This is an optimization exercise on Yosys and OpenROAD, whose aim is small area and a short achievable clock period, not a production implementation.
Only simulation tests tie the RTL to the original design; equivalence was not proved.
The flow treats the clock pin as an ideal source. Dropping or thinning the clock tree relies on that and would not hold on a real chip.
Power is estimated from default activity; no workload was simulated.

== v21 ==
Design ADDER_TREE, start of the top module:
module ADDER_TREE #(parameter DATA_IN_WIDTH = 8, DATA_OUT_WIDTH = 16)
  (clk, rst_n, ena, data_in1, data_in2, data_out, done, pipe);
Size in the first run: roughly 410 cells after synthesis, ~200 flip-flops, ~44 I/O pins, about 6100 sq um of cells after synthesis.
==> flow/config.mk <==
export PLATFORM = sky130hd
export DESIGN_NAME = ADDER_TREE
export DESIGN_NICKNAME = ADDER_TREE
export VERILOG_FILES = /design/flow/design.v
export SDC_FILE = /design/flow/constraint.sdc
export NUM_CORES = 4
export LEC_CHECK = 0
export CAP_MARGIN = 20
export CORE_MARGIN = 2
export CORE_UTILIZATION = 75
export SETUP_SLACK_MARGIN = 2.42
export SLEW_MARGIN = 20
==> flow/constraint.sdc <==
create_clock -name core_clock -period 4.0 [get_ports {clk}]
set_input_delay 0.8000 -clock core_clock [delete_from_list [all_inputs] [get_ports {clk}]]
set_output_delay 0.8000 -clock core_clock [all_outputs]
set_load 0.01 [all_outputs]
standard.sh (not shown) runs the stock make flow with config.mk's settings and CLKGATE_MAP_FILE= SYNTH_SCRIPT=/design/flow/synth_recipe.tcl, a recipe that flattens the netlist after the stock synthesis.
==> flow/flow/run.sh <==
#!/bin/bash
# The standard layout (standard.sh) with these changes to how it is made:
# - plain buffers on the ports instead of the delay cells buffer_ports picks
#   by default;
# - after clock tree synthesis, flow/clock_tree.tcl replaces the clock tree
#   with a balanced two-level tree: four root buffers fed by the clock port,
#   each driving the leaf buffers of one region; every register sees one root
#   and one leaf buffer.
set -euo pipefail
export BUFFER_PORTS_ARGS="-buffer_cell sky130_fd_sc_hd__buf_1"
export CTS_ARGS="-sink_clustering_enable -repair_clock_nets -dont_use_dummy_load -buf_list {sky130_fd_sc_hd__clkbuf_8}"
export POST_CTS_TCL="$PWD/flow/clock_tree.tcl"
export CLOCK_TREE_ROOTS=4
export CLOCK_TREE_LEAVES=12
export CLOCK_TREE_ROOT_CELL=sky130_fd_sc_hd__clkbuf_8
export CLOCK_TREE_LEAF_CELL=sky130_fd_sc_hd__clkbuf_8
bash standard.sh > standard_make.log 2>&1
==> flow/flow/clock_tree.tcl <==
set nroot 4
set nleaf 8
set rootmaster sky130_fd_sc_hd__clkbuf_8
set leafmaster sky130_fd_sc_hd__clkbuf_16
foreach {v e} {nroot CLOCK_TREE_ROOTS nleaf CLOCK_TREE_LEAVES rootmaster CLOCK_TREE_ROOT_CELL leafmaster CLOCK_TREE_LEAF_CELL} {
  if {[info exists ::env($e)]} { set $v $::env($e) }
}

set block [ord::get_db_block]
set db [ord::get_db]
set port_net [$block findNet clk]

# walk the clock network from the port: buffers/inverters of the tree, sinks
set tree_insts {}
set tree_nets {}
set sinks {}
set todo [list $port_net]
while {[llength $todo]} {
  set net [lindex $todo 0]
  set todo [lrange $todo 1 end]
  foreach it [$net getITerms] {
    if {![$it isInputSignal]} { continue }
    set inst [$it getInst]
    set m [[$inst getMaster] getName]
    if {[string match "*clkbuf*" $m] || [string match "*clkinv*" $m] || [string match "sky130_fd_sc_hd__buf_*" $m] || [string match "*clkdlybuf*" $m] || [string match "*bufinv*" $m]} {
      lappend tree_insts $inst
      foreach ot [$inst getITerms] {
        if {[$ot isOutputSignal] && [$ot getNet] ne "NULL"} {
          lappend todo [$ot getNet]
          lappend tree_nets [$ot getNet]
        }
      }
    } else {
      lappend sinks $it
    }
  }
}
puts "clock_tree: [llength $tree_insts] tree cells, [llength $sinks] sinks"

# disconnect sinks, delete old tree
foreach it $sinks { $it disconnect }
foreach inst $tree_insts { odb::dbInst_destroy $inst }
foreach net $tree_nets { odb::dbNet_destroy $net }

# group sinks by location: recursive bisection along the longer side
proc sink_xy {it} {
  set inst [$it getInst]
  set b [$inst getBBox]
  return [list [expr {([$b xMin] + [$b xMax]) / 2}] [expr {([$b yMin] + [$b yMax]) / 2}]]
}
proc bisect {items n} {
  if {$n <= 1 || [llength $items] < 2} { return [list $items] }
  set xs {}; set ys {}
  foreach it $items { lassign [sink_xy $it] x y; lappend xs $x; lappend ys $y }
  set xs [lsort -integer $xs]; set ys [lsort -integer $ys]
  set dx [expr {[lindex $xs end] - [lindex $xs 0]}]
  set dy [expr {[lindex $ys end] - [lindex $ys 0]}]
  set axis [expr {$dx >= $dy ? 0 : 1}]
  set keyed {}
  foreach it $items { lappend keyed [list [lindex [sink_xy $it] $axis] $it] }
  set keyed [lsort -integer -index 0 $keyed]
  set n1 [expr {$n / 2}]
  set cut [expr {[llength $keyed] * $n1 / $n}]
  set a {}; set b {}
  set i 0
  foreach k $keyed { if {$i < $cut} { lappend a [lindex $k 1] } else { lappend b [lindex $k 1] }; incr i }
  return [concat [bisect $a $n1] [bisect $b [expr {$n - $n1}]]]
}
proc new_buffer {block master name in_net loads x y} {
  set net [odb::dbNet_create $block "${name}_net"]
  $net setSigType CLOCK
  set inst [odb::dbInst_create $block $master $name]
  $inst setSourceType TIMING
  $inst setLocation $x $y
  $inst setPlacementStatus PLACED
  [$inst findITerm A] connect $in_net
  [$inst findITerm X] connect $net
  foreach it $loads { $it connect $net }
  return $inst
}
proc centroid {items} {
  set sx 0; set sy 0
  foreach it $items { lassign [sink_xy $it] x y; incr sx $x; incr sy $y }
  return [list [expr {$sx / [llength $items]}] [expr {$sy / [llength $items]}]]
}
proc bisect_groups {groups n} {
  if {$n <= 1 || [llength $groups] < 2} { return [list $groups] }
  set xs {}; set ys {}
  foreach g $groups { lassign [centroid $g] x y; lappend xs $x; lappend ys $y }
  set xs [lsort -integer $xs]; set ys [lsort -integer $ys]
  set axis [expr {([lindex $xs end] - [lindex $xs 0]) >= ([lindex $ys end] - [lindex $ys 0]) ? 0 : 1}]
  set keyed {}
  foreach g $groups { lappend keyed [list [lindex [centroid $g] $axis] $g] }
  set keyed [lsort -integer -index 0 $keyed]
  set n1 [expr {$n / 2}]
  set cut [expr {[llength $keyed] * $n1 / $n}]
  set a {}; set b {}
  set i 0
  foreach k $keyed { if {$i < $cut} { lappend a [lindex $k 1] } else { lappend b [lindex $k 1] }; incr i }
  return [concat [bisect_groups $a $n1] [bisect_groups $b [expr {$n - $n1}]]]
}
set groups [bisect $sinks $nleaf]
if {$nroot == 0} {
  # one level: the port drives the leaf buffers directly
  set lmaster [$db findMaster $leafmaster]
  set l 0
  foreach g $groups {
    lassign [centroid $g] cx cy
    new_buffer $block $lmaster "clkbuf_leaf$l" $port_net $g $cx $cy
    puts "clock_tree: leaf $l drives [llength $g] sinks at ($cx, $cy)"
    incr l
  }
  set rootgroups {}
} else {
set rootgroups [bisect_groups $groups $nroot]
set rmaster [$db findMaster $rootmaster]
set lmaster [$db findMaster $leafmaster]
set r 0
set l 0
foreach rg $rootgroups {
  set all {}
  foreach g $rg { set all [concat $all $g] }
  lassign [centroid $all] rx ry
  set rnet [odb::dbNet_create $block "clknet_root$r"]
  $rnet setSigType CLOCK
  set rinst [odb::dbInst_create $block $rmaster "clkbuf_root$r"]
  $rinst setSourceType TIMING
  $rinst setLocation $rx $ry
  $rinst setPlacementStatus PLACED
  [$rinst findITerm A] connect $port_net
  [$rinst findITerm X] connect $rnet
  foreach g $rg {
    lassign [centroid $g] cx cy
    new_buffer $block $lmaster "clkbuf_leaf$l" $rnet $g $cx $cy
    puts "clock_tree: root $r leaf $l drives [llength $g] sinks at ($cx, $cy)"
    incr l
  }
  incr r
}
}
$port_net setSigType CLOCK
detailed_placement
check_placement
estimate_parasitics -placement
## Diff of input files: v34 against v21
- CORE_UTILIZATION changed from 75 to 60
- SETUP_SLACK_MARGIN changed from 2.42 to 2.45
--- a/flow/flow/run.sh
+++ b/flow/flow/run.sh
@@ -14 +14 @@
-export CLOCK_TREE_LEAVES=12
+export CLOCK_TREE_LEAVES=8
@@ -16 +16 @@
-export CLOCK_TREE_LEAF_CELL=sky130_fd_sc_hd__clkbuf_8
+export CLOCK_TREE_LEAF_CELL=sky130_fd_sc_hd__clkbuf_16
- After detailed routing, v21 needs more wire than v34.
- v34 vs v21 — via count dropped 100.
- v34 reports a higher fraction of the cycle the final worst path needs than v21 does.
Changes in v20 relative to v34:
- SETUP_SLACK_MARGIN changed from 2.45 to 2.35
- CORE_UTILIZATION changed from 60 to 72
Wire length (v20 vs. v34) increases by a little under 10%
Compared v34 against v20; clock transition at the registers of the reported paths within noise.
Comparing v34 against v20, there is no change at all in flip-flop and latch count after synthesis.
In v20 the post-layout worst setup margin turned out 0.026 ns higher than in v34.
Summary: with v34 as the reference, final non-filler cell area in v20 moved down slightly.
Against v34, v20 comes in 16% lower on area of the core.
Between v34 and v20, post-route fraction of the period consumed by the critical path decreased.
Die area went down by more than 10% going from v34 to v20.
diff inputs: v20 => v3
- a change of CORE_UTILIZATION from 72 to 80
--- a/flow/flow/run.sh
+++ b/flow/flow/run.sh
@@ -15 +15 @@
-export CLOCK_TREE_ROOT_CELL=sky130_fd_sc_hd__clkbuf_8
+export CLOCK_TREE_ROOT_CELL=sky130_fd_sc_hd__clkbuf_16
Notes after the runs:
- Cmp v3 and v20 / clock skew / higher: v20
- Number of global-route vias before repair sits higher in v3 than in v20.
- Final period demand of the worst path for v3: 0.034 ns down relative to v20
- [v3] final instance area rose 46 sq um relative to v20
- v3: layout cell share with drive strength beyond 1 higher than v20
- Against v20, v3 comes in 11 points higher on global-route total usage across every layer.
- Path depth of the worst reg2reg path came out exactly the same in v3 and v20.
- Of the two candidates, v20 has the better internal power and v3 the worse one.
- In the flow results for v3 and v20, the worst ir drop on vdd is larger on v3.
[inputs] v12 vs v3
- swapping 80 for 60 in CORE_UTILIZATION
--- a/flow/flow/run.sh
+++ b/flow/flow/run.sh
@@ -15 +15 @@
-export CLOCK_TREE_ROOT_CELL=sky130_fd_sc_hd__clkbuf_16
+export CLOCK_TREE_ROOT_CELL=sky130_fd_sc_hd__clkbuf_8
- Lower combinational power among v3 and v12: v12
- Having completed the whole flow, v12 delivered a layout that passed the timing, DRC and antenna checks.
- Between v12 and v3, the finished layout cell area figures differ only marginally.
- What v3 reported for die area has to be multiplied by 1.3 to get the figure for v12.
### v12 -> v15
- SETUP_SLACK_MARGIN: 2.35 -> 2.4
- CORE_UTILIZATION: 60 -> 85
--- a/flow/flow/run.sh
+++ b/flow/flow/run.sh
@@ -13,2 +13,2 @@
-export CLOCK_TREE_ROOTS=4
-export CLOCK_TREE_LEAVES=8
+export CLOCK_TREE_ROOTS=0
+export CLOCK_TREE_LEAVES=4
## What came out
What ended v15 was a tool error in 4_1_cts; the run never finished. Per the comparison of v15 with v12, area share of fa/ha/maj cells after synthesis about even; die extent in x went down 16 microns; total nets after synthesis level; chip height now smaller; fraction of registers with async set/reset flat. From v12 to v15 the numbers moved as follows: setup slack at placement has increased, initial core utilization has increased.

-- re-timing with driven ports --
Ports are ideal in the flow. The routed layouts listed here were re-timed in OpenROAD. Step 1 (the two cells are an assumption about what drives the block):
set clk [get_ports {clk}]
set_driving_cell -lib_cell sky130_fd_sc_hd__clkbuf_16 $clk
set_driving_cell -lib_cell sky130_fd_sc_hd__buf_2 [delete_from_list [all_inputs] $clk]
Step 2 adds t to the input delays and takes it off the output delays; t is the mean of the earliest and latest rising clock arrival at the registers after step 1. Input paths then give back, and output paths get back, about the clock's delay inside the block. Three values: no drivers, after step 1, after step 2; two values: the first two.
run | t, ns | setup slack, ns | worst hold slack (ns) | clock arrival spread, ns
v21 | 0.346 | 2.341 / 2.282 / 2.207 | 0.319 / 0.319 / 0.319 | 0.016 / 0.016
v34 | 0.354 | 2.317 / 2.252 / 2.440 | 0.332 / 0.332 / 0.332 | 0.022 / 0.021
v20 | 0.348 | 2.343 / 2.282 / 2.194 | 0.329 / 0.329 / 0.329 | 0.016 / 0.017
v3 | 0.358 | 2.377 / 2.297 / 2.190 | 0.333 / 0.333 / 0.333 | 0.009 / 0.010
v12 | 0.353 | 2.319 / 2.253 / 2.206 | 0.332 / 0.332 / 0.332 | 0.017 / 0.016
After both steps setup and hold are still met in every run listed. The setup slack of v3, which loses most, moves by -0.080 ns with the drivers and by -0.187 ns with both steps.
